From an optimization exercise on the open Yosys and OpenROAD flow, aimed at small area, a short achievable clock period and few clock cycles per item; shortcuts taken in it are not production practice. Only simulation tests tie the RTL to the original design; equivalence was not proved.

### flow/config.mk
export PLATFORM = sky130hd
export DESIGN_NAME = exprgrad_matmul
export DESIGN_NICKNAME = exprgrad_matmul
export VERILOG_FILES = /design/flow/design.v
export SDC_FILE = /design/flow/constraint.sdc
export NUM_CORES = 4
export LEC_CHECK = 0
export CAP_MARGIN = 20
export CORE_MARGIN = 2
export CORE_UTILIZATION = 55
export PLACE_DENSITY = 0.7
export SETUP_SLACK_MARGIN = 4.8
export SLEW_MARGIN = 20
### flow/constraint.sdc
create_clock -name core_clock -period 11.0 [get_ports {clock}]
set_input_delay 2.2000 -clock core_clock [delete_from_list [all_inputs] [get_ports {clock}]]
set_output_delay 2.2000 -clock core_clock [all_outputs]
set_load 0.01 [all_outputs]
### flow/design.v
module exprgrad_matmul(
  input  wire        clock,
  input  wire        reset,
  input  wire        start,
  input  wire        wr_en,
  input  wire        wr_sel,
  input  wire [3:0]  wr_addr,
  input  wire [15:0] wr_data,
  input  wire [3:0]  rd_addr,
  output wire [15:0] rd_data,
  output wire        done
);
  reg [15:0] ma  [0:15];    
  reg [15:0] mb  [0:15];    
  reg [15:0] mc  [0:15];    
  reg [15:0] acc [0:15];    
  reg        busy;          
  reg        done_r;
  reg        slow;          
  reg [3:0]  rp;            
  reg [15:0] mask;          
  reg        poison;        
  reg [3:0]  empty;         
  reg        v0;
  reg [1:0]  j0;
  reg [15:0] d0;
  reg [15:0] a0 [0:3];      
  reg        fin0;
  reg        copy;          
  wire ready = ~busy;
  wire we    = wr_en & ready;
  wire we_a  = we & ~wr_sel;
  wire we_b  = we & wr_sel;
  wire go    = start & ready;
  wire fast  = ~poison & (&mask);
  wire [3:0] sel = slow ? rp : wr_addr;    
  integer i, n;
  reg [7:0] b_one, b_two, b_neg;
  always @* begin
    for (i = 0; i < 8; i = i + 1) begin : enc
      reg bm1, bb0, bb1;
      bm1 = (i == 0) ? 1'b0 : d0[2*i-1];
      bb0 = d0[2*i];
      bb1 = d0[2*i+1];
      b_one[i] = bb0 ^ bm1;
      b_two[i] = (bb1 & ~bb0 & ~bm1) | (~bb1 & bb0 & bm1);
      b_neg[i] = bb1 & ~(bb0 & bm1);
    end
  end
  wire [15:0] mac_y [0:3];
  genvar g;
  generate
    for (g = 0; g < 4; g = g + 1) begin : unit
      fxmac m(.a(a0[g]), .c(empty[j0] ? 16'd0 : acc[g*4+j0]),
              .one(b_one), .two(b_two), .neg(b_neg), .y(mac_y[g]));
    end
  endgenerate
  reg [15:0] acc_d [0:15];
  always @* begin
    for (n = 0; n < 16; n = n + 1)
      acc_d[n] = acc[n];
    if (v0)
      for (i = 0; i < 4; i = i + 1)
        acc_d[i*4+j0] = mac_y[i];
  end
  always @(posedge clock) begin
    if (reset) begin
      busy <= 1'b0;
      done_r <= 1'b0;
      slow <= 1'b0;
      mask <= 16'd0;
      poison <= 1'b0;
      empty <= 4'hf;
      v0 <= 1'b0;
      fin0 <= 1'b0;
      copy <= 1'b0;
    end else begin
      v0 <= we_b | slow;
      fin0 <= slow & (rp == 4'd15);
      copy <= fin0;
      if (v0) empty[j0] <= 1'b0;
      if (we_a && (mask[{wr_addr[1:0], 2'b00} +: 4] != 4'd0)) poison <= 1'b1;
      if (we_b) begin
        if (mask[wr_addr]) poison <= 1'b1;
        mask[wr_addr] <= 1'b1;
      end
      if (slow && rp == 4'd15) slow <= 1'b0;
      if (go) begin
        busy <= 1'b1;
        done_r <= 1'b0;
        if (fast) begin
          copy <= 1'b1;
        end else begin
          slow <= 1'b1;
          empty <= 4'hf;
        end
      end
      if (copy) begin
        busy <= 1'b0;
        done_r <= 1'b1;
        mask <= 16'd0;
        poison <= 1'b0;
        empty <= 4'hf;
      end
    end
  end
  always @(posedge clock) begin
    if (go) rp <= 4'd0;
    else if (slow) rp <= rp + 4'd1;
  end
  always @(posedge clock) begin
    j0 <= sel[1:0];
    d0 <= slow ? mb[rp] : wr_data;
    for (i = 0; i < 4; i = i + 1)
      a0[i] <= ma[i*4+sel[3:2]];
  end
  always @(posedge clock) begin
    if (we_a) ma[wr_addr] <= wr_data;
    if (we_b) mb[wr_addr] <= wr_data;
    for (n = 0; n < 16; n = n + 1) begin
      acc[n] <= acc_d[n];
      if (copy) mc[n] <= acc[n];
    end
  end
  assign rd_data = mc[rd_addr];
  assign done = done_r;
endmodule
module fxmac(
  input  wire [15:0] a,
  input  wire [15:0] c,
  input  wire [7:0]  one,
  input  wire [7:0]  two,
  input  wire [7:0]  neg,
  output wire [15:0] y
);
  wire pp0_0;
  wire pp0_1;
  wire pp0_2;
  wire pp0_3;
  wire pp0_4;
  wire pp0_5;
  wire pp0_6;
  wire pp0_7;
  wire pp0_8;
  wire pp0_9;
  wire pp0_10;
  wire pp0_11;
  wire pp0_12;
  wire pp0_13;
  wire pp0_14;
  wire pp0_15;
  wire pp0_16;
  wire pp1_0;
  wire pp1_1;
  wire pp1_2;
  wire pp1_3;
  wire pp1_4;
  wire pp1_5;
  wire pp1_6;
  wire pp1_7;
  wire pp1_8;
  wire pp1_9;
  wire pp1_10;
  wire pp1_11;
  wire pp1_12;
  wire pp1_13;
  wire pp1_14;
  wire pp1_15;
  wire pp1_16;
  wire pp2_0;
  wire pp2_1;
  wire pp2_2;
  wire pp2_3;
  wire pp2_4;
  wire pp2_5;
  wire pp2_6;
  wire pp2_7;
  wire pp2_8;
  wire pp2_9;
  wire pp2_10;
  wire pp2_11;
  wire pp2_12;
  wire pp2_13;
  wire pp2_14;
  wire pp2_15;
  wire pp2_16;
  wire pp3_0;
  wire pp3_1;
  wire pp3_2;
  wire pp3_3;
  wire pp3_4;
  wire pp3_5;
  wire pp3_6;
  wire pp3_7;
  wire pp3_8;
  wire pp3_9;
  wire pp3_10;
  wire pp3_11;
  wire pp3_12;
  wire pp3_13;
  wire pp3_14;
  wire pp3_15;
  wire pp3_16;
  wire pp4_0;
  wire pp4_1;
  wire pp4_2;
  wire pp4_3;
  wire pp4_4;
  wire pp4_5;
  wire pp4_6;
  wire pp4_7;
  wire pp4_8;
  wire pp4_9;
  wire pp4_10;
  wire pp4_11;
  wire pp4_12;
  wire pp4_13;
  wire pp4_14;
  wire pp4_15;
  wire pp5_0;
  wire pp5_1;
  wire pp5_2;
  wire pp5_3;
  wire pp5_4;
  wire pp5_5;
  wire pp5_6;
  wire pp5_7;
  wire pp5_8;
  wire pp5_9;
  wire pp5_10;
  wire pp5_11;
  wire pp5_12;
  wire pp5_13;
  wire pp6_0;
  wire pp6_1;
  wire pp6_2;
  wire pp6_3;
  wire pp6_4;
  wire pp6_5;
  wire pp6_6;
  wire pp6_7;
  wire pp6_8;
  wire pp6_9;
  wire pp6_10;
  wire pp6_11;
  wire pp7_0;
  wire pp7_1;
  wire pp7_2;
  wire pp7_3;
  wire pp7_4;
  wire pp7_5;
  wire pp7_6;
  wire pp7_7;
  wire pp7_8;
  wire pp7_9;
  wire s1;
  wire k2;
  wire s3;
  wire k4;
  wire s5;
  wire k6;
  wire s7;
  wire k8;
  wire s9;
  wire k10;
  wire s11;
  wire k12;
  wire s13;
  wire k14;
  wire s15;
  wire k16;
  wire s17;
  wire k18;
  wire s19;
  wire k20;
  wire s21;
  wire k22;
  wire s23;
  wire k24;
  wire s25;
  wire k26;
  wire s27;
  wire k28;
  wire s29;
  wire k30;
  wire s31;
  wire k32;
  wire s33;
  wire k34;
  wire s35;
  wire k36;
  wire s37;
  wire k38;
  wire s39;
  wire k40;
  wire s41;
  wire k42;
  wire s43;
  wire k44;
  wire s45;
  wire k46;
  wire s47;
  wire k48;
  wire s49;
  wire k50;
  wire s51;
  wire k52;
  wire s53;
  wire k54;
  wire s55;
  wire k56;
  wire s57;
  wire k58;
  wire s59;
  wire k60;
  wire s61;
  wire k62;
  wire s63;
  wire k64;
  wire s65;
  wire k66;
  wire s67;
  wire k68;
  wire s69;
  wire k70;
  wire s71;
  wire k72;
  wire s73;
  wire k74;
  wire s75;
  wire k76;
  wire s77;
  wire k78;
  wire s79;
  wire k80;
  wire s81;
  wire k82;
  wire s83;
  wire k84;
  wire s85;
  wire k86;
  wire s87;
  wire k88;
  wire s89;
  wire k90;
  wire s91;
  wire k92;
  wire s93;
  wire k94;
  wire s95;
  wire k96;
  wire s97;
  wire k98;
  wire s99;
  wire k100;
  wire s101;
  wire k102;
  wire s103;
  wire k104;
  wire s105;
  wire k106;
  wire s107;
  wire k108;
  wire s109;
  wire k110;
  wire s111;
  wire k112;
  wire s113;
  wire k114;
  wire s115;
  wire k116;
  wire s117;
  wire k118;
  wire s119;
  wire k120;
  wire s121;
  wire k122;
  wire s123;
  wire k124;
  wire s125;
  wire k126;
  wire s127;
  wire k128;
  wire s129;
  wire k130;
  wire s131;
  wire k132;
  wire s133;
  wire k134;
  wire s135;
  wire k136;
  wire s137;
  wire k138;
  wire s139;
  wire k140;
  wire s141;
  wire k142;
  wire s143;
  wire k144;
  wire s145;
  wire k146;
  wire s147;
  wire k148;
  wire s149;
  wire k150;
  wire s151;
  wire k152;
  wire s153;
  wire k154;
  wire s155;
  wire k156;
  wire s157;
  wire k158;
  wire s159;
  wire k160;
  wire s161;
  wire k162;
  wire s163;
  wire k164;
  wire s165;
  wire k166;
  wire s167;
  wire k168;
  wire s169;
  wire k170;
  wire s171;
  wire k172;
  wire s173;
  wire k174;
  wire s175;
  wire k176;
  wire s177;
  wire k178;
  wire s179;
  wire k180;
  wire s181;
  wire k182;
  wire s183;
  wire k184;
  wire s185;
  wire k186;
  wire s187;
  wire k188;
  wire s189;
  wire k190;
  wire s191;
  wire k192;
  wire s193;
  wire k194;
  wire s195;
  wire k196;
  wire s197;
  wire k198;
  wire s199;
  wire k200;
  wire s201;
  wire k202;
  wire s203;
  wire k204;
  wire s205;
  wire k206;
  wire s207;
  wire k208;
  wire s209;
  wire k210;
  wire s211;
  wire k212;
  wire s213;
  wire k214;
  wire s215;
  wire k216;
  wire s217;
  wire k218;
  wire s219;
  wire k220;
  wire s221;
  wire k222;
  wire s223;
  wire k224;
  wire s225;
  wire k226;
  wire s227;
  wire k228;
  wire s229;
  wire k230;
  wire s231;
  wire k232;
  assign pp0_0 = ((one[0] & a[0]) ^ neg[0]);
  assign pp0_1 = (((one[0] & a[1]) | (two[0] & a[0])) ^ neg[0]);
  assign pp0_2 = (((one[0] & a[2]) | (two[0] & a[1])) ^ neg[0]);
  assign pp0_3 = (((one[0] & a[3]) | (two[0] & a[2])) ^ neg[0]);
  assign pp0_4 = (((one[0] & a[4]) | (two[0] & a[3])) ^ neg[0]);
  assign pp0_5 = (((one[0] & a[5]) | (two[0] & a[4])) ^ neg[0]);
  assign pp0_6 = (((one[0] & a[6]) | (two[0] & a[5])) ^ neg[0]);
  assign pp0_7 = (((one[0] & a[7]) | (two[0] & a[6])) ^ neg[0]);
  assign pp0_8 = (((one[0] & a[8]) | (two[0] & a[7])) ^ neg[0]);
  assign pp0_9 = (((one[0] & a[9]) | (two[0] & a[8])) ^ neg[0]);
  assign pp0_10 = (((one[0] & a[10]) | (two[0] & a[9])) ^ neg[0]);
  assign pp0_11 = (((one[0] & a[11]) | (two[0] & a[10])) ^ neg[0]);
  assign pp0_12 = (((one[0] & a[12]) | (two[0] & a[11])) ^ neg[0]);
  assign pp0_13 = (((one[0] & a[13]) | (two[0] & a[12])) ^ neg[0]);
  assign pp0_14 = (((one[0] & a[14]) | (two[0] & a[13])) ^ neg[0]);
  assign pp0_15 = (((one[0] & a[15]) | (two[0] & a[14])) ^ neg[0]);
  assign pp0_16 = ~(((one[0] | two[0]) & a[15]) ^ neg[0]);
  assign pp1_0 = ((one[1] & a[0]) ^ neg[1]);
  assign pp1_1 = (((one[1] & a[1]) | (two[1] & a[0])) ^ neg[1]);
  assign pp1_2 = (((one[1] & a[2]) | (two[1] & a[1])) ^ neg[1]);
  assign pp1_3 = (((one[1] & a[3]) | (two[1] & a[2])) ^ neg[1]);
  assign pp1_4 = (((one[1] & a[4]) | (two[1] & a[3])) ^ neg[1]);
  assign pp1_5 = (((one[1] & a[5]) | (two[1] & a[4])) ^ neg[1]);
  assign pp1_6 = (((one[1] & a[6]) | (two[1] & a[5])) ^ neg[1]);
  assign pp1_7 = (((one[1] & a[7]) | (two[1] & a[6])) ^ neg[1]);
  assign pp1_8 = (((one[1] & a[8]) | (two[1] & a[7])) ^ neg[1]);
  assign pp1_9 = (((one[1] & a[9]) | (two[1] & a[8])) ^ neg[1]);
  assign pp1_10 = (((one[1] & a[10]) | (two[1] & a[9])) ^ neg[1]);
  assign pp1_11 = (((one[1] & a[11]) | (two[1] & a[10])) ^ neg[1]);
  assign pp1_12 = (((one[1] & a[12]) | (two[1] & a[11])) ^ neg[1]);
  assign pp1_13 = (((one[1] & a[13]) | (two[1] & a[12])) ^ neg[1]);
  assign pp1_14 = (((one[1] & a[14]) | (two[1] & a[13])) ^ neg[1]);
  assign pp1_15 = (((one[1] & a[15]) | (two[1] & a[14])) ^ neg[1]);
  assign pp1_16 = ~(((one[1] | two[1]) & a[15]) ^ neg[1]);
  assign pp2_0 = ((one[2] & a[0]) ^ neg[2]);
  assign pp2_1 = (((one[2] & a[1]) | (two[2] & a[0])) ^ neg[2]);
  assign pp2_2 = (((one[2] & a[2]) | (two[2] & a[1])) ^ neg[2]);
  assign pp2_3 = (((one[2] & a[3]) | (two[2] & a[2])) ^ neg[2]);
  assign pp2_4 = (((one[2] & a[4]) | (two[2] & a[3])) ^ neg[2]);
  assign pp2_5 = (((one[2] & a[5]) | (two[2] & a[4])) ^ neg[2]);
  assign pp2_6 = (((one[2] & a[6]) | (two[2] & a[5])) ^ neg[2]);
  assign pp2_7 = (((one[2] & a[7]) | (two[2] & a[6])) ^ neg[2]);
  assign pp2_8 = (((one[2] & a[8]) | (two[2] & a[7])) ^ neg[2]);
  assign pp2_9 = (((one[2] & a[9]) | (two[2] & a[8])) ^ neg[2]);
  assign pp2_10 = (((one[2] & a[10]) | (two[2] & a[9])) ^ neg[2]);
  assign pp2_11 = (((one[2] & a[11]) | (two[2] & a[10])) ^ neg[2]);
  assign pp2_12 = (((one[2] & a[12]) | (two[2] & a[11])) ^ neg[2]);
  assign pp2_13 = (((one[2] & a[13]) | (two[2] & a[12])) ^ neg[2]);
  assign pp2_14 = (((one[2] & a[14]) | (two[2] & a[13])) ^ neg[2]);
  assign pp2_15 = (((one[2] & a[15]) | (two[2] & a[14])) ^ neg[2]);
  assign pp2_16 = ~(((one[2] | two[2]) & a[15]) ^ neg[2]);
  assign pp3_0 = ((one[3] & a[0]) ^ neg[3]);
  assign pp3_1 = (((one[3] & a[1]) | (two[3] & a[0])) ^ neg[3]);
  assign pp3_2 = (((one[3] & a[2]) | (two[3] & a[1])) ^ neg[3]);
  assign pp3_3 = (((one[3] & a[3]) | (two[3] & a[2])) ^ neg[3]);
  assign pp3_4 = (((one[3] & a[4]) | (two[3] & a[3])) ^ neg[3]);
  assign pp3_5 = (((one[3] & a[5]) | (two[3] & a[4])) ^ neg[3]);
  assign pp3_6 = (((one[3] & a[6]) | (two[3] & a[5])) ^ neg[3]);
  assign pp3_7 = (((one[3] & a[7]) | (two[3] & a[6])) ^ neg[3]);
  assign pp3_8 = (((one[3] & a[8]) | (two[3] & a[7])) ^ neg[3]);
  assign pp3_9 = (((one[3] & a[9]) | (two[3] & a[8])) ^ neg[3]);
  assign pp3_10 = (((one[3] & a[10]) | (two[3] & a[9])) ^ neg[3]);
  assign pp3_11 = (((one[3] & a[11]) | (two[3] & a[10])) ^ neg[3]);
  assign pp3_12 = (((one[3] & a[12]) | (two[3] & a[11])) ^ neg[3]);
  assign pp3_13 = (((one[3] & a[13]) | (two[3] & a[12])) ^ neg[3]);
  assign pp3_14 = (((one[3] & a[14]) | (two[3] & a[13])) ^ neg[3]);
  assign pp3_15 = (((one[3] & a[15]) | (two[3] & a[14])) ^ neg[3]);
  assign pp3_16 = ~(((one[3] | two[3]) & a[15]) ^ neg[3]);
  assign pp4_0 = ((one[4] & a[0]) ^ neg[4]);
  assign pp4_1 = (((one[4] & a[1]) | (two[4] & a[0])) ^ neg[4]);
  assign pp4_2 = (((one[4] & a[2]) | (two[4] & a[1])) ^ neg[4]);
  assign pp4_3 = (((one[4] & a[3]) | (two[4] & a[2])) ^ neg[4]);
  assign pp4_4 = (((one[4] & a[4]) | (two[4] & a[3])) ^ neg[4]);
  assign pp4_5 = (((one[4] & a[5]) | (two[4] & a[4])) ^ neg[4]);
  assign pp4_6 = (((one[4] & a[6]) | (two[4] & a[5])) ^ neg[4]);
  assign pp4_7 = (((one[4] & a[7]) | (two[4] & a[6])) ^ neg[4]);
  assign pp4_8 = (((one[4] & a[8]) | (two[4] & a[7])) ^ neg[4]);
  assign pp4_9 = (((one[4] & a[9]) | (two[4] & a[8])) ^ neg[4]);
  assign pp4_10 = (((one[4] & a[10]) | (two[4] & a[9])) ^ neg[4]);
  assign pp4_11 = (((one[4] & a[11]) | (two[4] & a[10])) ^ neg[4]);
  assign pp4_12 = (((one[4] & a[12]) | (two[4] & a[11])) ^ neg[4]);
  assign pp4_13 = (((one[4] & a[13]) | (two[4] & a[12])) ^ neg[4]);
  assign pp4_14 = (((one[4] & a[14]) | (two[4] & a[13])) ^ neg[4]);
  assign pp4_15 = (((one[4] & a[15]) | (two[4] & a[14])) ^ neg[4]);
  assign pp5_0 = ((one[5] & a[0]) ^ neg[5]);
  assign pp5_1 = (((one[5] & a[1]) | (two[5] & a[0])) ^ neg[5]);
  assign pp5_2 = (((one[5] & a[2]) | (two[5] & a[1])) ^ neg[5]);
  assign pp5_3 = (((one[5] & a[3]) | (two[5] & a[2])) ^ neg[5]);
  assign pp5_4 = (((one[5] & a[4]) | (two[5] & a[3])) ^ neg[5]);
  assign pp5_5 = (((one[5] & a[5]) | (two[5] & a[4])) ^ neg[5]);
  assign pp5_6 = (((one[5] & a[6]) | (two[5] & a[5])) ^ neg[5]);
  assign pp5_7 = (((one[5] & a[7]) | (two[5] & a[6])) ^ neg[5]);
  assign pp5_8 = (((one[5] & a[8]) | (two[5] & a[7])) ^ neg[5]);
  assign pp5_9 = (((one[5] & a[9]) | (two[5] & a[8])) ^ neg[5]);
  assign pp5_10 = (((one[5] & a[10]) | (two[5] & a[9])) ^ neg[5]);
  assign pp5_11 = (((one[5] & a[11]) | (two[5] & a[10])) ^ neg[5]);
  assign pp5_12 = (((one[5] & a[12]) | (two[5] & a[11])) ^ neg[5]);
  assign pp5_13 = (((one[5] & a[13]) | (two[5] & a[12])) ^ neg[5]);
  assign pp6_0 = ((one[6] & a[0]) ^ neg[6]);
  assign pp6_1 = (((one[6] & a[1]) | (two[6] & a[0])) ^ neg[6]);
  assign pp6_2 = (((one[6] & a[2]) | (two[6] & a[1])) ^ neg[6]);
  assign pp6_3 = (((one[6] & a[3]) | (two[6] & a[2])) ^ neg[6]);
  assign pp6_4 = (((one[6] & a[4]) | (two[6] & a[3])) ^ neg[6]);
  assign pp6_5 = (((one[6] & a[5]) | (two[6] & a[4])) ^ neg[6]);
  assign pp6_6 = (((one[6] & a[6]) | (two[6] & a[5])) ^ neg[6]);
  assign pp6_7 = (((one[6] & a[7]) | (two[6] & a[6])) ^ neg[6]);
  assign pp6_8 = (((one[6] & a[8]) | (two[6] & a[7])) ^ neg[6]);
  assign pp6_9 = (((one[6] & a[9]) | (two[6] & a[8])) ^ neg[6]);
  assign pp6_10 = (((one[6] & a[10]) | (two[6] & a[9])) ^ neg[6]);
  assign pp6_11 = (((one[6] & a[11]) | (two[6] & a[10])) ^ neg[6]);
  assign pp7_0 = ((one[7] & a[0]) ^ neg[7]);
  assign pp7_1 = (((one[7] & a[1]) | (two[7] & a[0])) ^ neg[7]);
  assign pp7_2 = (((one[7] & a[2]) | (two[7] & a[1])) ^ neg[7]);
  assign pp7_3 = (((one[7] & a[3]) | (two[7] & a[2])) ^ neg[7]);
  assign pp7_4 = (((one[7] & a[4]) | (two[7] & a[3])) ^ neg[7]);
  assign pp7_5 = (((one[7] & a[5]) | (two[7] & a[4])) ^ neg[7]);
  assign pp7_6 = (((one[7] & a[6]) | (two[7] & a[5])) ^ neg[7]);
  assign pp7_7 = (((one[7] & a[7]) | (two[7] & a[6])) ^ neg[7]);
  assign pp7_8 = (((one[7] & a[8]) | (two[7] & a[7])) ^ neg[7]);
  assign pp7_9 = (((one[7] & a[9]) | (two[7] & a[8])) ^ neg[7]);
  assign s1 = neg[7] ^ c[6];
  assign k2 = neg[7] & c[6];
  assign s3 = c[7] ^ pp0_15;
  assign k4 = c[7] & pp0_15;
  assign s5 = 1'b1 ^ c[8] ^ pp0_16;
  assign k6 = (1'b1 & c[8]) | (1'b1 & pp0_16) | (c[8] & pp0_16);
  assign s7 = 1'b1 ^ c[9];
  assign k8 = 1'b1 & c[9];
  assign s9 = neg[4] ^ c[0];
  assign k10 = neg[4] & c[0];
  assign s11 = c[1] ^ pp0_9;
  assign k12 = c[1] & pp0_9;
  assign s13 = neg[5] ^ c[2] ^ pp0_10;
  assign k14 = (neg[5] & c[2]) | (neg[5] & pp0_10) | (c[2] & pp0_10);
  assign s15 = pp1_8 ^ pp2_6;
  assign k16 = pp1_8 & pp2_6;
  assign s17 = c[3] ^ pp0_11 ^ pp1_9;
  assign k18 = (c[3] & pp0_11) | (c[3] & pp1_9) | (pp0_11 & pp1_9);
  assign s19 = pp2_7 ^ pp3_5;
  assign k20 = pp2_7 & pp3_5;
  assign s21 = neg[6] ^ c[4] ^ pp0_12;
  assign k22 = (neg[6] & c[4]) | (neg[6] & pp0_12) | (c[4] & pp0_12);
  assign s23 = pp1_10 ^ pp2_8 ^ pp3_6;
  assign k24 = (pp1_10 & pp2_8) | (pp1_10 & pp3_6) | (pp2_8 & pp3_6);
  assign s25 = pp4_4 ^ pp5_2;
  assign k26 = pp4_4 & pp5_2;
  assign s27 = c[5] ^ pp0_13 ^ pp1_11;
  assign k28 = (c[5] & pp0_13) | (c[5] & pp1_11) | (pp0_13 & pp1_11);
  assign s29 = pp2_9 ^ pp3_7 ^ pp4_5;
  assign k30 = (pp2_9 & pp3_7) | (pp2_9 & pp4_5) | (pp3_7 & pp4_5);
  assign s31 = pp5_3 ^ pp6_1;
  assign k32 = pp5_3 & pp6_1;
  assign s33 = pp0_14 ^ pp1_12 ^ pp2_10;
  assign k34 = (pp0_14 & pp1_12) | (pp0_14 & pp2_10) | (pp1_12 & pp2_10);
  assign s35 = pp3_8 ^ pp4_6 ^ pp5_4;
  assign k36 = (pp3_8 & pp4_6) | (pp3_8 & pp5_4) | (pp4_6 & pp5_4);
  assign s37 = pp6_2 ^ pp7_0 ^ s1;
  assign k38 = (pp6_2 & pp7_0) | (pp6_2 & s1) | (pp7_0 & s1);
  assign s39 = k2 ^ pp1_13 ^ pp2_11;
  assign k40 = (k2 & pp1_13) | (k2 & pp2_11) | (pp1_13 & pp2_11);
  assign s41 = pp3_9 ^ pp4_7 ^ pp5_5;
  assign k42 = (pp3_9 & pp4_7) | (pp3_9 & pp5_5) | (pp4_7 & pp5_5);
  assign s43 = pp6_3 ^ pp7_1 ^ s3;
  assign k44 = (pp6_3 & pp7_1) | (pp6_3 & s3) | (pp7_1 & s3);
  assign s45 = pp1_14 ^ pp2_12 ^ pp3_10;
  assign k46 = (pp1_14 & pp2_12) | (pp1_14 & pp3_10) | (pp2_12 & pp3_10);
  assign s47 = pp4_8 ^ pp5_6 ^ pp6_4;
  assign k48 = (pp4_8 & pp5_6) | (pp4_8 & pp6_4) | (pp5_6 & pp6_4);
  assign s49 = pp7_2 ^ k4 ^ s5;
  assign k50 = (pp7_2 & k4) | (pp7_2 & s5) | (k4 & s5);
  assign s51 = pp1_15 ^ pp2_13 ^ pp3_11;
  assign k52 = (pp1_15 & pp2_13) | (pp1_15 & pp3_11) | (pp2_13 & pp3_11);
  assign s53 = pp4_9 ^ pp5_7 ^ pp6_5;
  assign k54 = (pp4_9 & pp5_7) | (pp4_9 & pp6_5) | (pp5_7 & pp6_5);
  assign s55 = pp7_3 ^ s7 ^ k6;
  assign k56 = (pp7_3 & s7) | (pp7_3 & k6) | (s7 & k6);
  assign s57 = c[10] ^ k8 ^ pp1_16;
  assign k58 = (c[10] & k8) | (c[10] & pp1_16) | (k8 & pp1_16);
  assign s59 = pp2_14 ^ pp3_12 ^ pp4_10;
  assign k60 = (pp2_14 & pp3_12) | (pp2_14 & pp4_10) | (pp3_12 & pp4_10);
  assign s61 = pp5_8 ^ pp6_6 ^ pp7_4;
  assign k62 = (pp5_8 & pp6_6) | (pp5_8 & pp7_4) | (pp6_6 & pp7_4);
  assign s63 = 1'b1 ^ c[11] ^ pp2_15;
  assign k64 = (1'b1 & c[11]) | (1'b1 & pp2_15) | (c[11] & pp2_15);
  assign s65 = pp3_13 ^ pp4_11 ^ pp5_9;
  assign k66 = (pp3_13 & pp4_11) | (pp3_13 & pp5_9) | (pp4_11 & pp5_9);
  assign s67 = pp6_7 ^ pp7_5;
  assign k68 = pp6_7 & pp7_5;
  assign s69 = c[12] ^ pp2_16 ^ pp3_14;
  assign k70 = (c[12] & pp2_16) | (c[12] & pp3_14) | (pp2_16 & pp3_14);
  assign s71 = pp4_12 ^ pp5_10 ^ pp6_8;
  assign k72 = (pp4_12 & pp5_10) | (pp4_12 & pp6_8) | (pp5_10 & pp6_8);
  assign s73 = 1'b1 ^ c[13] ^ pp3_15;
  assign k74 = (1'b1 & c[13]) | (1'b1 & pp3_15) | (c[13] & pp3_15);
  assign s75 = pp4_13 ^ pp5_11;
  assign k76 = pp4_13 & pp5_11;
  assign s77 = c[14] ^ pp3_16 ^ pp4_14;
  assign k78 = (c[14] & pp3_16) | (c[14] & pp4_14) | (pp3_16 & pp4_14);
  assign s79 = 1'b1 ^ c[15];
  assign k80 = 1'b1 & c[15];
  assign s81 = neg[3] ^ pp0_6;
  assign k82 = neg[3] & pp0_6;
  assign s83 = pp0_7 ^ pp1_5;
  assign k84 = pp0_7 & pp1_5;
  assign s85 = pp0_8 ^ pp1_6 ^ pp2_4;
  assign k86 = (pp0_8 & pp1_6) | (pp0_8 & pp2_4) | (pp1_6 & pp2_4);
  assign s87 = pp3_2 ^ pp4_0;
  assign k88 = pp3_2 & pp4_0;
  assign s89 = k10 ^ pp1_7 ^ pp2_5;
  assign k90 = (k10 & pp1_7) | (k10 & pp2_5) | (pp1_7 & pp2_5);
  assign s91 = pp3_3 ^ pp4_1 ^ s11;
  assign k92 = (pp3_3 & pp4_1) | (pp3_3 & s11) | (pp4_1 & s11);
  assign s93 = pp3_4 ^ pp4_2 ^ pp5_0;
  assign k94 = (pp3_4 & pp4_2) | (pp3_4 & pp5_0) | (pp4_2 & pp5_0);
  assign s95 = k12 ^ s15 ^ s13;
  assign k96 = (k12 & s15) | (k12 & s13) | (s15 & s13);
  assign s97 = pp4_3 ^ pp5_1 ^ k16;
  assign k98 = (pp4_3 & pp5_1) | (pp4_3 & k16) | (pp5_1 & k16);
  assign s99 = s19 ^ k14 ^ s17;
  assign k100 = (s19 & k14) | (s19 & s17) | (k14 & s17);
  assign s101 = pp6_0 ^ k20 ^ s25;
  assign k102 = (pp6_0 & k20) | (pp6_0 & s25) | (k20 & s25);
  assign s103 = k18 ^ s21 ^ s23;
  assign k104 = (k18 & s21) | (k18 & s23) | (s21 & s23);
  assign s105 = k26 ^ s31 ^ k22;
  assign k106 = (k26 & s31) | (k26 & k22) | (s31 & k22);
  assign s107 = k24 ^ s27 ^ s29;
  assign k108 = (k24 & s27) | (k24 & s29) | (s27 & s29);
  assign s109 = k32 ^ k28 ^ k30;
  assign k110 = (k32 & k28) | (k32 & k30) | (k28 & k30);
  assign s111 = s33 ^ s35 ^ s37;
  assign k112 = (s33 & s35) | (s33 & s37) | (s35 & s37);
  assign s113 = k34 ^ k36 ^ k38;
  assign k114 = (k34 & k36) | (k34 & k38) | (k36 & k38);
  assign s115 = s39 ^ s41 ^ s43;
  assign k116 = (s39 & s41) | (s39 & s43) | (s41 & s43);
  assign s117 = k40 ^ k42 ^ s45;
  assign k118 = (k40 & k42) | (k40 & s45) | (k42 & s45);
  assign s119 = s47 ^ k44 ^ s49;
  assign k120 = (s47 & k44) | (s47 & s49) | (k44 & s49);
  assign s121 = k46 ^ k48 ^ s51;
  assign k122 = (k46 & k48) | (k46 & s51) | (k48 & s51);
  assign s123 = s53 ^ k50 ^ s55;
  assign k124 = (s53 & k50) | (s53 & s55) | (k50 & s55);
  assign s125 = k52 ^ k54 ^ s57;
  assign k126 = (k52 & k54) | (k52 & s57) | (k54 & s57);
  assign s127 = s59 ^ s61 ^ k56;
  assign k128 = (s59 & s61) | (s59 & k56) | (s61 & k56);
  assign s129 = s67 ^ k58 ^ k60;
  assign k130 = (s67 & k58) | (s67 & k60) | (k58 & k60);
  assign s131 = k62 ^ s63 ^ s65;
  assign k132 = (k62 & s63) | (k62 & s65) | (s63 & s65);
  assign s133 = pp7_6 ^ k68 ^ k64;
  assign k134 = (pp7_6 & k68) | (pp7_6 & k64) | (k68 & k64);
  assign s135 = k66 ^ s69 ^ s71;
  assign k136 = (k66 & s69) | (k66 & s71) | (s69 & s71);
  assign s137 = pp6_9 ^ pp7_7 ^ s75;
  assign k138 = (pp6_9 & pp7_7) | (pp6_9 & s75) | (pp7_7 & s75);
  assign s139 = k70 ^ k72 ^ s73;
  assign k140 = (k70 & k72) | (k70 & s73) | (k72 & s73);
  assign s141 = pp5_12 ^ pp6_10 ^ pp7_8;
  assign k142 = (pp5_12 & pp6_10) | (pp5_12 & pp7_8) | (pp6_10 & pp7_8);
  assign s143 = k76 ^ k74 ^ s77;
  assign k144 = (k76 & k74) | (k76 & s77) | (k74 & s77);
  assign s145 = pp4_15 ^ pp5_13 ^ pp6_11;
  assign k146 = (pp4_15 & pp5_13) | (pp4_15 & pp6_11) | (pp5_13 & pp6_11);
  assign s147 = pp7_9 ^ s79 ^ k78;
  assign k148 = (pp7_9 & s79) | (pp7_9 & k78) | (s79 & k78);
  assign s149 = neg[2] ^ pp0_4;
  assign k150 = neg[2] & pp0_4;
  assign s151 = pp0_5 ^ pp1_3;
  assign k152 = pp0_5 & pp1_3;
  assign s153 = pp1_4 ^ pp2_2 ^ pp3_0;
  assign k154 = (pp1_4 & pp2_2) | (pp1_4 & pp3_0) | (pp2_2 & pp3_0);
  assign s155 = pp2_3 ^ pp3_1 ^ k82;
  assign k156 = (pp2_3 & pp3_1) | (pp2_3 & k82) | (pp3_1 & k82);
  assign s157 = s9 ^ k84 ^ s87;
  assign k158 = (s9 & k84) | (s9 & s87) | (k84 & s87);
  assign s159 = k88 ^ k86 ^ s89;
  assign k160 = (k88 & k86) | (k88 & s89) | (k86 & s89);
  assign s161 = k90 ^ s93 ^ k92;
  assign k162 = (k90 & s93) | (k90 & k92) | (s93 & k92);
  assign s163 = k94 ^ s97 ^ k96;
  assign k164 = (k94 & s97) | (k94 & k96) | (s97 & k96);
  assign s165 = k98 ^ s101 ^ k100;
  assign k166 = (k98 & s101) | (k98 & k100) | (s101 & k100);
  assign s167 = k102 ^ k104 ^ s105;
  assign k168 = (k102 & k104) | (k102 & s105) | (k104 & s105);
  assign s169 = k106 ^ k108 ^ s109;
  assign k170 = (k106 & k108) | (k106 & s109) | (k108 & s109);
  assign s171 = k110 ^ k112 ^ s113;
  assign k172 = (k110 & k112) | (k110 & s113) | (k112 & s113);
  assign s173 = k114 ^ s117 ^ k116;
  assign k174 = (k114 & s117) | (k114 & k116) | (s117 & k116);
  assign s175 = k118 ^ s121 ^ k120;
  assign k176 = (k118 & s121) | (k118 & k120) | (s121 & k120);
  assign s177 = k122 ^ s125 ^ k124;
  assign k178 = (k122 & s125) | (k122 & k124) | (s125 & k124);
  assign s179 = k126 ^ s129 ^ s131;
  assign k180 = (k126 & s129) | (k126 & s131) | (s129 & s131);
  assign s181 = k130 ^ k132 ^ s133;
  assign k182 = (k130 & k132) | (k130 & s133) | (k132 & s133);
  assign s183 = s137 ^ k134 ^ k136;
  assign k184 = (s137 & k134) | (s137 & k136) | (k134 & k136);
  assign s185 = s141 ^ k138 ^ k140;
  assign k186 = (s141 & k138) | (s141 & k140) | (k138 & k140);
  assign s187 = k142 ^ s145 ^ k144;
  assign k188 = (k142 & s145) | (k142 & k144) | (s145 & k144);
  assign s189 = neg[1] ^ pp0_2;
  assign k190 = neg[1] & pp0_2;
  assign s191 = pp0_3 ^ pp1_1;
  assign k192 = pp0_3 & pp1_1;
  assign s193 = pp1_2 ^ pp2_0 ^ s149;
  assign k194 = (pp1_2 & pp2_0) | (pp1_2 & s149) | (pp2_0 & s149);
  assign s195 = pp2_1 ^ k150 ^ s151;
  assign k196 = (pp2_1 & k150) | (pp2_1 & s151) | (k150 & s151);
  assign s197 = k152 ^ s81 ^ s153;
  assign k198 = (k152 & s81) | (k152 & s153) | (s81 & s153);
  assign s199 = s83 ^ k154 ^ s155;
  assign k200 = (s83 & k154) | (s83 & s155) | (k154 & s155);
  assign s201 = s85 ^ k156 ^ s157;
  assign k202 = (s85 & k156) | (s85 & s157) | (k156 & s157);
  assign s203 = k158 ^ s91 ^ s159;
  assign k204 = (k158 & s91) | (k158 & s159) | (s91 & s159);
  assign s205 = k160 ^ s95 ^ s161;
  assign k206 = (k160 & s95) | (k160 & s161) | (s95 & s161);
  assign s207 = s99 ^ k162 ^ s163;
  assign k208 = (s99 & k162) | (s99 & s163) | (k162 & s163);
  assign s209 = s103 ^ k164 ^ s165;
  assign k210 = (s103 & k164) | (s103 & s165) | (k164 & s165);
  assign s211 = s107 ^ k166 ^ s167;
  assign k212 = (s107 & k166) | (s107 & s167) | (k166 & s167);
  assign s213 = s111 ^ k168 ^ s169;
  assign k214 = (s111 & k168) | (s111 & s169) | (k168 & s169);
  assign s215 = s115 ^ k170 ^ s171;
  assign k216 = (s115 & k170) | (s115 & s171) | (k170 & s171);
  assign s217 = k172 ^ s119 ^ s173;
  assign k218 = (k172 & s119) | (k172 & s173) | (s119 & s173);
  assign s219 = s123 ^ k174 ^ s175;
  assign k220 = (s123 & k174) | (s123 & s175) | (k174 & s175);
  assign s221 = s127 ^ k176 ^ s177;
  assign k222 = (s127 & k176) | (s127 & s177) | (k176 & s177);
  assign s223 = k128 ^ s179 ^ k178;
  assign k224 = (k128 & s179) | (k128 & k178) | (s179 & k178);
  assign s225 = s135 ^ k180 ^ s181;
  assign k226 = (s135 & k180) | (s135 & s181) | (k180 & s181);
  assign s227 = s139 ^ k182 ^ s183;
  assign k228 = (s139 & k182) | (s139 & s183) | (k182 & s183);
  assign s229 = s143 ^ k184 ^ s185;
  assign k230 = (s143 & k184) | (s143 & s185) | (k184 & s185);
  assign s231 = s147 ^ k186 ^ s187;
  assign k232 = (s147 & k186) | (s147 & s187) | (k186 & s187);
  wire [23:0] rx = {s231, s229, s227, s225, s223, s221, s219, s217, s215, s213, s211, s209, s207, s205, s203, s201, s199, s197, s195, s193, s191, pp1_0, pp0_1, neg[0]};
  wire [23:0] ry = {k230, k228, k226, k224, k222, k220, k218, k216, k214, k212, k210, k208, k206, k204, k202, k200, k198, k196, k194, k192, k190, s189, 1'b0, pp0_0};
  wire [23:0] sum = rx + ry;
  assign y = sum[23:8];
endmodule
### flow/run.sh
#!/bin/bash
# synth_recipe.tcl (not shown) runs the flow's synth.tcl, then flattens the netlist and writes it again
# the make line also repeats each setting of config.mk as NAME=value (left out here)
make -C /OpenROAD-flow-scripts/flow DESIGN_CONFIG=/design/flow/config.mk WORK_HOME=/design/flow/orfs CLKGATE_MAP_FILE= SYNTH_SCRIPT=/design/flow/synth_recipe.tcl finish
==> flow_summary.json, run 1 <==
{
  "outcome": "finished clean",
  "start_util_pct": 55.43,
  "synth-main-ff-cell": "edfxtp_1",
  "required_ns": 8.80,
  "synth_nets": 5437,
  "syn_avg_cell_area_um2": 13.42,
  "syn_area_um2": 65360,
  "synthTopCellsByArea": "edfxtp_1 (47%), fa_1 (11%), mux4_2 (7.2%), a22oi_1 (5.0%), xnor2_1 (3.8%)",
  "place.gp.congestion": 0.9421,
  "cts.clk_slew.worst_paths_ns": 0.06,
  "drc": 0,
  "endpoint_kind": "primary output",
  "cts_made_buffers": 113,
  "antenna_found_initial": 2,
  "r2r-end": "acc[10][14]",
  "synth.distinct_cells": 83,
  "rsz0062_at_grt": "true",
  "cp_slowest_cell": "a211oi_4",
  "min_period_ns": 6.221,
  "drv_cap": 0,
  "coreArea_um2": 117900,
  "async_flop_share_pct": 0,
  "syn2layout_area_growth_pct": 12.57,
  "hold_viol": 0,
  "maxSlewHeadroom_pct": 26.95,
  "firstDrtPassIters": 6,
  "yosysTopAreaCell": "edfxtp_1",
  "crit_path_cell_trace": "buf_12, buf_12, buf_4, nand2b_4, nor2_1, buf_6, a22oi_2, nand4_1, a211oi_4, nor2_2, buf_2",
  "finalSetupTns_ns": 0,
  "slew_viol_final": 0,
  "die_h_um": 348.7,
  "dp_hpwl_um": 123700,
  "setup.worst_path.class": "in2out",
  "post_drt_via_cell_ratio": 6.314,
  "rows": 126,
  "gr-total-overflow": 0,
  "setup_viol_count_final": 0,
  "die_w_um": 348.7,
  "fill_cells": 8751,
  "num_vias": 41250,
  "cp-start-kind": "input pin",
  "nets": 5459,
  "synthCells": 4871,
  "crit_path_frequent_cell": "buf_12",
  "design.die.area_um2": 121600,
  "synth_top_area_share_pct": 47.05,
  "place_inst": 6207,
  "worstHoldPathCells": 0,
  "multi_input_area_um2": 29730,
  "max_stage_delay_ns": 0.42,
  "finClkSkew_ns": 0.05882,
  "cts_tree": "done",
  "tightestPinTransition_ns": 1.088,
  "endpoint": "rd_data[4]",
  "antenna_left": 0,
  "ctsHoldBuffers": 0,
  "grt_pass1_wl_um": 278300,
  "worstPathMaxFanout": 5,
  "grt_usage_pct": 31.17,
  "r2r_setup_slack_ns": 4.93,
  "synth-seq-cells": 1141,
  "worstPathArrival_ns": 4.02,
  "grt_max_degree": 83,
  "cts.sinks": 1141,
  "instances_no_fill": 6532,
  "ys_seq_area_share_pct": 50.63,
  "detail_route.wl_per_cell_um": 28.93,
  "ios": 46,
  "regArea_um2": 33130,
  "wl_um": 188900,
  "synth_edf_count": 1024,
  "clk_latency_ns": 0.75,
  "r2r_start": "j0[0]",
  "drt_iter0_drc": 5787,
  "cts.htree.levels": 3,
  "first_global_vias": 40940,
  "drive_gt1_share_pct": 17.07,
  "yosysWarnings": 9,
  "hold_path_class": "reg2reg",
  "layout_worst_path_cycle_share_pct": 56.55,
  "r2r_cells": 20,
  "fmax_ghz": 0.1608,
  "clock_path_buffers": 3,
  "startpoint": "rd_addr[3]",
  "cts_root_buffer": "clkbuf_16",
  "port_buffers": 45
}
-- cell type report --
cell class	count	area share [%]
clock buffer	138	4.027
clock inverter	75	1.082
inverter	542	2.770
tap	1536	2.612
timing repair buffer	273	4.058
multi-input combinational	2822	40.41
antenna	5	0.01701
sequential	1141	45.02
-- layer usage --
layer  global-route usage [%]  wire length, um
met1                    43.51            74250
met2                    49.59            88070
met3                    5.344            17920
met4                    11.39             8707
met5                        0                0
-- worst max-delay path: cells and delay by family --
kind	cells	cell delay, ns
buffers and inverters	5	0.68
AO/OA/AOI/OAI	2	0.60
AND/OR/NAND/NOR	4	0.54
-- synthesized netlist by cell type, types with 13 or more instances --
cell      count
edfxtp_1   1024
inv_1       541
a22oi_1     437
fa_1        360
clkbuf_1    294
xnor2_1     287
xor2_1      252
nand2_1     217
mux4_2      210
ha_1        177
a21oi_1     158
nor2_1      137
dfxtp_1     117
o21ai_0      87
mux2_2       58
buf_1        44
a21o_1       36
nand3_1      36
and2_1       33
mux2i_1      33
buf_2        30
nand2b_1     23
nor3b_1      21
nand4_1      18
nor2b_1      18
nor3_1       14
a222oi_1     13
a31oi_1      13
-- logic make-up (layout without fill, tap and decap cells) --
kind of cell | after synthesis | in the layout | share of synthesized area [%]
xor+xnor | 550 | 550 | 7.552
simple gates | 563 | 564 | 4.045
compound gates | 867 | 868 | 9.294
buf+inv | 910 | 1028 | 5.283
other cells | 0 | 5 | 0
fa+ha+maj | 537 | 537 | 14.41
flops | 1141 | 1141 | 50.63
mux | 303 | 303 | 8.783
-- registers in the layout, summed over array words and instances, names as in the netlist, 2 cells and up, named ones only --
register	count
rp	4
d0	16
j0	2
mb	256
ma	256
acc	256
mc	256
mask	16
empty	4
a0	64
-- placed cells by master, fill, tap and decap left out, types with 11 or more instances in the layout --
master	synthesis	final
clkbuf_1	294	22
buf_4	0	148
fa_1	360	358
clkinv_2	0	22
nand3_1	36	36
mux2i_1	33	33
edfxtp_1	1024	1024
nor3b_1	21	21
a21o_1	36	36
nand2b_1	23	17
and2_1	33	28
dfxtp_1	117	104
mux2_2	58	57
clkinv_1	0	17
clkdlybuf4s50_1	0	24
mux4_2	210	210
inv_1	541	540
clkbuf_16	0	117
o21ai_0	87	83
ha_1	177	163
buf_12	0	30
bufinv_16	0	12
nand2_1	217	214
a31oi_1	13	11
nand4_1	18	18
buf_6	0	29
a22oi_1	437	430
nor2_1	137	117
a222oi_1	13	13
a21oi_1	158	147
xnor2_1	287	279
xor2_1	252	248
-- timing repair --
item                       in CTS  in global routing
gates resized for setup       221                102
buffers inserted               66                 27
setup endpoints to repair     188                127
pin swaps                      33                 39
hold endpoints to repair        0                  0
cloned                          9                  4
-- stage by stage --
stage	setup WS, ns	utilization (%)	instance area, um2	hold WS, ns
3_3_place_gp	2.957	57.22	67480	0.4151
2_1_floorplan	4.837	-	65370	0.4129
5_1_grt	4.753	62.38	73560	0.4261
4_1_cts	4.656	61.78	72850	0.4051
6_report	4.779	62.39	73580	0.4124
3_5_place_dp	3.007	57.22	67480	0.4274
-- how the worst min path moves through the flow --
stage	end	slack, ns	startpoint
2_1_floorplan	copy	0.41	fin0
3_3_place_gp	copy	0.42	fin0
3_5_place_dp	mc[1][0]	0.43	acc[1][0]
4_1_cts	mc[1][0]	0.41	acc[1][0]
5_1_grt	mc[6][15]	0.43	acc[6][15]
6_report	mc[1][0]	0.41	acc[1][0]
Testbench counts, summed over its fixed seeds: cycles 1,740, jobs 48.
==> run 2: changes to the inputs <==
--- a/flow/design.v
+++ b/flow/design.v
@@ -24,5 +24,5 @@
   reg        v0;
   reg [1:0]  j0;
-  reg [15:0] d0;
+  reg [7:0]  b_one, b_two, b_neg;    
   reg [15:0] a0 [0:3];      
   reg        fin0;
@@ -36,14 +36,15 @@
   wire [3:0] sel = slow ? rp : wr_addr;    
   integer i, n;
-  reg [7:0] b_one, b_two, b_neg;
+  wire [15:0] din = slow ? mb[rp] : wr_data;
+  reg  [7:0]  e_one, e_two, e_neg;
   always @* begin
     for (i = 0; i < 8; i = i + 1) begin : enc
       reg bm1, bb0, bb1;
-      bm1 = (i == 0) ? 1'b0 : d0[2*i-1];
-      bb0 = d0[2*i];
-      bb1 = d0[2*i+1];
-      b_one[i] = bb0 ^ bm1;
-      b_two[i] = (bb1 & ~bb0 & ~bm1) | (~bb1 & bb0 & bm1);
-      b_neg[i] = bb1 & ~(bb0 & bm1);
+      bm1 = (i == 0) ? 1'b0 : din[2*i-1];
+      bb0 = din[2*i];
+      bb1 = din[2*i+1];
+      e_one[i] = bb0 ^ bm1;
+      e_two[i] = (bb1 & ~bb0 & ~bm1) | (~bb1 & bb0 & bm1);
+      e_neg[i] = bb1 & ~(bb0 & bm1);
     end
   end
@@ -111,5 +112,7 @@
   always @(posedge clock) begin
     j0 <= sel[1:0];
-    d0 <= slow ? mb[rp] : wr_data;
+    b_one <= e_one;
+    b_two <= e_two;
+    b_neg <= e_neg;
     for (i = 0; i < 4; i = i + 1)
       a0[i] <= ma[i*4+sel[3:2]];
--- a/flow/config.mk
+++ b/flow/config.mk
@@ -9,5 +9,6 @@
 export CORE_MARGIN = 2
 export CORE_UTILIZATION = 55
+export CTS_BUF_LIST = sky130_fd_sc_hd__clkbuf_4 sky130_fd_sc_hd__clkbuf_8
 export PLACE_DENSITY = 0.7
-export SETUP_SLACK_MARGIN = 4.8
+export SETUP_SLACK_MARGIN = 5.0
 export SLEW_MARGIN = 20
==> flow_summary.json, run 2 <==
{
  "outcome": "finished clean",
  "r2r_start": "j0[0]",
  "hold_path_class": "reg2reg",
  "setup_viol_count_final": 0,
  "cts_made_buffers": 177,
  "die_w_um": 346.9,
  "r2r-end": "acc[9][13]",
  "cts.sinks": 1149,
  "synth-main-ff-cell": "edfxtp_1",
  "synth_commonest_cells": "edfxtp_1 (1024), a22oi_1 (515), inv_1 (495)",
  "endpoint_kind": "flop",
  "dp_hpwl_um": 117200,
  "min_to": "mc[1][0]",
  "drv_cap": 0,
  "rsz0062_at_grt": "true",
  "drive_gt1_share_pct": 20.07,
  "grt_pass1_wl_um": 272300,
  "place.gp.congestion": 0.9093,
  "design_area_um2": 72810,
  "worstHoldStart": "acc[1][0]",
  "gr-usage-met2_pct": 47.19,
  "nets": 5372,
  "synth.distinct_cells": 79,
  "max_stage_delay_ns": 0.55,
  "cp_slowest_cell": "fa_1",
  "cp-start-kind": "flop",
  "yosysTopAreaCell": "edfxtp_1",
  "cts_tree": "done",
  "final_common_cell": "edfxtp_1",
  "crit_path_frequent_cell": "fa_1",
  "post_drt_via_cell_ratio": 6.323,
  "synth_top_area_share_pct": 47.54,
  "syn2layout_area_growth_pct": 12.57,
  "start_util_pct": 55.58,
  "met3_usage_pct": 6.515,
  "slew_viol_final": 0,
  "clock_path_buffers": 3,
  "syn_area_um2": 64680,
  "met1_usage_pct": 42.52,
  "worstPathMaxFanout": 20,
  "yosysWarnings": 9,
  "cts.htree.levels": 4,
  "synthCells": 4728,
  "cts_root_buffer": "clkbuf_8",
  "clk_latency_ns": 0.92,
  "gr-total-overflow": 0,
  "ctsHoldBuffers": 0,
  "rows": 125,
  "synth_most_common_cell": "edfxtp_1",
  "synthTopCellsByArea": "edfxtp_1 (48%), fa_1 (11%), mux4_2 (7.3%), a22oi_1 (6.0%), xnor2_1 (4.5%)",
  "dpl_cell_area_um2": 66660,
  "tightestPinTransition_ns": 1.251,
  "synth_nets": 5294,
  "path_buf_inv": 8,
  "finalSetupTns_ns": 0,
  "setup.worst_path.class": "reg2reg",
  "r2r_cells": 22,
  "crit_path_cell_trace": "buf_6, buf_12, buf_4, bufbuf_16, mux2_2, o21ai_2, nor2_1, fa_1, inv_1, fa_1, inv_1, fa_1, fa_1, ha_2, o21ai_1, nand2b_1, a21oi_2, nor2_4, buf_6, xor2_4, buf_6, mux2_2",
  "drc": 0,
  "antenna_left": 0,
  "synth-seq-cells": 1149,
  "layout_worst_path_cycle_share_pct": 55.20,
  "coreArea_um2": 116400,
  "die_h_um": 346.9,
  "required_ns": 11.60,
  "num_vias": 41000,
  "finClkSkew_ns": 0.07297,
  "worstPathArrival_ns": 6.68,
  "fmax_ghz": 0.1647,
  "drt_iter0_drc": 5312,
  "antenna_found_initial": 3,
  "detail_route.wl_per_cell_um": 28.76,
  "grt_max_degree": 199,
  "maxSlewHeadroom_pct": 16.62,
  "grt_usage_pct": 30.73,
  "wl_um": 186400,
  "most-common-layout-cells": "edfxtp_1 (1024), a22oi_1 (511), inv_1 (487), fa_1 (353), xnor2_1 (320)",
  "hold_viol": 0,
  "ios": 46,
  "min_period_ns": 6.072,
  "port_buffers": 45,
  "crit_family": "adder cells",
  "async_flop_share_pct": 0,
  "design.die.area_um2": 120400,
  "first_global_vias": 40770,
  "top_usage_layer": "met2",
  "cts.clk_slew.worst_paths_ns": 0.08,
  "firstDrtPassIters": 6,
  "synth_edf_count": 1024,
  "ys_seq_area_share_pct": 51.41,
  "r2r_setup_slack_ns": 4.93,
  "worstHoldPathCells": 0,
  "syn_avg_cell_area_um2": 13.68
}
[run 2: changes by cell type in the layout (fill, tap and decap cells not counted), moves of 28 or more]
cell and change:
a21oi_1 -92, a22oi_1 +81, clkbuf_16 -116, clkbuf_4 +61, clkbuf_8 +178, inv_1 -53
o21ai_0 +28, xnor2_1 +41, xor2_1 -34
[run 2: worst max path at each step]
stage               start          end  slack (ns)  cells after the start
6_report            j0[0]   acc[9][13]        4.93                     22
4_1_cts        rd_addr[1]   rd_data[7]        4.85                      9
3_5_place_dp   rd_addr[2]  rd_data[13]        3.45                      8
5_1_grt             j0[0]  acc[13][15]        4.79                     25
3_3_place_gp   rd_addr[2]  rd_data[13]        3.50                      8
2_1_floorplan       j0[0]   acc[0][15]        5.03                     22
[run 2: stage by stage]
stage | setup WS (ns) | utilization, % | instances | hold WS [ns]
finish | 4.928 | 62.57 | 6483 | 0.3940
global route | 4.786 | 62.57 | 6482 | 0.3991
CTS | 4.848 | 61.69 | 6440 | 0.3883
detailed placement | 3.450 | 57.29 | 6049 | 0.4280
global placement | 3.496 | 57.27 | 6048 | 0.4241
floorplan | 5.030 | - | 4728 | 0.4129
[run 2: area by class of cell]
cell class / instances / area (um2)
diodes: 2 / 5.005
clock buffers: 242 / 2949
clock inverters: 88 / 865.8
fillers: 8519 / 43550
inverters: 498 / 1872
multi-input cells: 2722 / 29200
flip-flops and latches: 1149 / 33330
well taps: 1524 / 1907
repair buffers: 258 / 2681
[run 2: cell families after synthesis]
logic type / Yosys count / share of synthesized area, %
adders and majority gates: 537 / 14.57
xor gates and xnor gates: 562 / 7.645
muxes: 273 / 8.371
buffers and inverters: 857 / 5.084
and+or+nand+nor: 503 / 3.616
AOI/OAI and AO/OA: 847 / 9.303
DFF: 1149 / 51.41
[run 2: routing by layer]
metal	vias up	wire length, um	part of all wire, %
li1	17240	-	-
met1	20810	72130	39
met5	-	12	0.0064
met4	2	9085	4.9
met2	2491	85890	46
met3	450	19310	10
[run 2: worst reg2reg max path, stage by stage, from the launching register on]
cell and delay (ns):
dfxtp_4 0.40, buf_6 0.14, buf_12 0.11, buf_4 0.12, bufbuf_16 0.35, mux2_2 0.38
o21ai_2 0.24, nor2_1 0.13, fa_1 0.54, inv_1 0.06, fa_1 0.53, inv_1 0.06
fa_1 0.49, fa_1 0.55, ha_2 0.33, o21ai_1 0.20, nand2b_1 0.13, a21oi_2 0.25
nor2_4 0.08, buf_6 0.13, xor2_4 0.15, buf_6 0.15, mux2_2 0.27
[run 2: what timing repair did]
item | in CTS | in global routing
pin swaps | 38 | 81
cloned | 6 | 2
buffers inserted | 55 | 36
hold endpoints to repair | 0 | 0
setup endpoints to repair | 240 | 154
gates resized for setup | 198 | 163
Testbench counts of run 2, summed over its fixed seeds: cycles 1,740, jobs 48.
==> run 3: changes to the inputs <==
--- a/flow/config.mk
+++ b/flow/config.mk
@@ -13,2 +13,3 @@
 export SETUP_SLACK_MARGIN = 5.0
 export SLEW_MARGIN = 20
+export TNS_END_PERCENT = 5
==> flow_summary.json, run 3 <==
{
  "outcome": "finished clean",
  "grt_usage_pct": 29.98,
  "antenna_found_initial": 6,
  "final_common_cell": "edfxtp_1",
  "num_vias": 40550,
  "cts.htree.levels": 4,
  "cts_made_buffers": 178,
  "syn_area_um2": 64680,
  "most-common-layout-cells": "edfxtp_1 (1024), a22oi_1 (514), inv_1 (487), fa_1 (353), xnor2_1 (324)",
  "hold_viol": 0,
  "synth-seq-cells": 1149,
  "worstPathMaxFanout": 11,
  "rsz0062_at_grt": "true",
  "dp_hpwl_um": 116200,
  "synth_nets": 5294,
  "grt_max_degree": 79,
  "maxSlewHeadroom_pct": 21.24,
  "synth-main-ff-cell": "edfxtp_1",
  "nets": 5342,
  "grt_pass1_wl_um": 266900,
  "synthTopCellsByArea": "edfxtp_1 (48%), fa_1 (11%), mux4_2 (7.3%), a22oi_1 (6.0%), xnor2_1 (4.5%)",
  "clock_path_buffers": 3,
  "cts_tree": "done",
  "syn2layout_area_growth_pct": 11.30,
  "timing.hold.ws_ns": 0.4230,
  "synth_edf_count": 1024,
  "synth_top_area_share_pct": 47.54,
  "synth_commonest_cells": "edfxtp_1 (1024), a22oi_1 (515), inv_1 (495)",
  "antenna_left": 0,
  "fmax_ghz": 0.1601,
  "setup_viol_count_final": 0,
  "tightestPinTransition_ns": 1.169,
  "yosysTopAreaCell": "edfxtp_1",
  "post_drt_via_cell_ratio": 6.293,
  "drc": 0,
  "ios": 46,
  "dp_worst_setup_slack_ns": 3.555,
  "cts.clk_slew.worst_paths_ns": 0.06,
  "die_h_um": 346.9,
  "finClkSkew_ns": 0.06710,
  "min_period_ns": 6.248,
  "dpl_cell_area_um2": 66650,
  "hold_path_class": "reg2reg",
  "syn_avg_cell_area_um2": 13.68,
  "fill_cells": 8716,
  "worstPathArrival_ns": 4.05,
  "place_inst": 6051,
  "synth_most_common_cell": "edfxtp_1",
  "start_util_pct": 55.58,
  "place.gp.congestion": 0.9149,
  "required_ns": 8.80,
  "drive_gt1_share_pct": 18.47,
  "firstDrtPassIters": 6,
  "finalSetupTns_ns": 0,
  "gr-total-overflow": 0,
  "design.die.area_um2": 120400,
  "cts_root_buffer": "clkbuf_8",
  "yosysWarnings": 9,
  "drt_iter0_drc": 5343,
  "synthCells": 4728,
  "cp-start-kind": "input pin",
  "first_global_vias": 40500,
  "die_w_um": 346.9,
  "drv_cap": 0,
  "port_buffers": 45,
  "layout_worst_path_cycle_share_pct": 56.80,
  "rows": 125,
  "slew_viol_final": 0,
  "ys_seq_area_share_pct": 51.41,
  "design_area_um2": 71980,
  "synth.distinct_cells": 79,
  "fin_util_pct": 61.86,
  "coreArea_um2": 116400,
  "detail_route.wl_per_cell_um": 28.12,
  "clk_latency_ns": 0.88,
  "cts.sinks": 1149,
  "instances_no_fill": 6443,
  "wl_um": 181200,
  "endpoint_kind": "primary output",
  "setup_ws_ns": 4.752,
  "async_flop_share_pct": 0,
  "setup.worst_path.class": "in2out"
}
[run 3: worst max-delay path: stages]
cell	delay [ns]
buf_4	0.16
nand2b_2	0.19
nor2_1	0.07
buf_6	0.17
buf_4	0.16
a22o_1	0.22
a221oi_1	0.21
nand3_1	0.11
o22a_1	0.23
dlygate4sd2_1	0.31
[run 3: final cells by class]
class / instances / area, um2 / share of cell area (%)
clock buffer: 246 / 3010 / 4.182
multi-input combinational: 2722 / 28930 / 40.19
inverter: 498 / 1872 / 2.600
tap: 1524 / 1907 / 2.649
timing repair buffer: 227 / 2326 / 3.231
clock inverter: 75 / 605.6 / 0.8413
sequential: 1149 / 33320 / 46.30
antenna: 2 / 5.005 / 0.006953
[run 3: logic make-up (layout without fill, tap and decap cells)]
| kind of cell | count (synthesis) | count (layout) | share of synthesized area, % |
|---|---|---|---|
| and+or+nand+nor | 503 | 503 | 3.616 |
| AOI/OAI and AO/OA | 847 | 847 | 9.303 |
| buffers and inverters | 857 | 1046 | 5.084 |
| muxes | 273 | 273 | 8.371 |
| DFF | 1149 | 1149 | 51.41 |
| other | 0 | 2 | 0 |
| adders and majority gates | 537 | 537 | 14.57 |
| xor gates and xnor gates | 562 | 562 | 7.645 |
[run 3: path summary, 6_finish.rpt]
kind	start	end	slack, ns	cells after the start
worst min-delay path	acc[4][15]	mc[4][15]	0.42	0
worst max-delay path	rd_addr[2]	rd_data[3]	4.75	10
worst max register to register	j0[1]	acc[3][15]	4.90	20
worst min register to register	acc[4][15]	mc[4][15]	0.42	0
[run 3: metal layers]
layer  GRT usage, %  up-vias  routed length, um
met5              0        -                 55
met3          6.038      450              18260
li1               -    17170                  -
met2          46.82     2469              84560
met4          11.94        8               7868
met1          41.59    20450              70430
[run 3: repair_timing]
item / CTS / global route
cloned: 4 / 3
setup buffers: 34 / 27
hold buffers: 0 / 0
pin swaps: 10 / 39
setup endpoints to repair: 216 / 188
resized for setup: 119 / 129

separate check: timing with driven ports:
The results above use ideal ports. As a check the final layouts listed here were re-extracted and re-timed, cells and wires unchanged.
Step 1, drivers: a clkbuf_16 drives clock and a buf_2 each remaining input, both assumed.
Step 2 moves the port delays by t, midway between the first and last clock arrival at a register: inputs arrive t later, outputs are due t later. That takes back most of the time a late clock gives input paths.
a / b / c = ideal / step 1 / step 2; a / b = the first two.
| run | t, ns | slack for setup (ns) | hold slack, ns | cell pins on the clock port's net |
|---|---|---|---|---|
| run 1 | 0.799 | 4.779 / 4.729 / 4.729 | 0.412 / 0.412 / 0.412 | 1 |
| run 2 | 0.944 | 4.928 / 4.928 / 4.928 | 0.394 / 0.394 / 0.394 | 1 |
| run 3 | 0.915 | 4.752 / 4.725 / 4.725 | 0.423 / 0.423 / 0.423 | 1 |
After both steps every run listed still meets setup and hold. For run 1, which loses most, drivers alone change the setup slack by -0.050 ns; drivers and shift together by -0.050 ns.
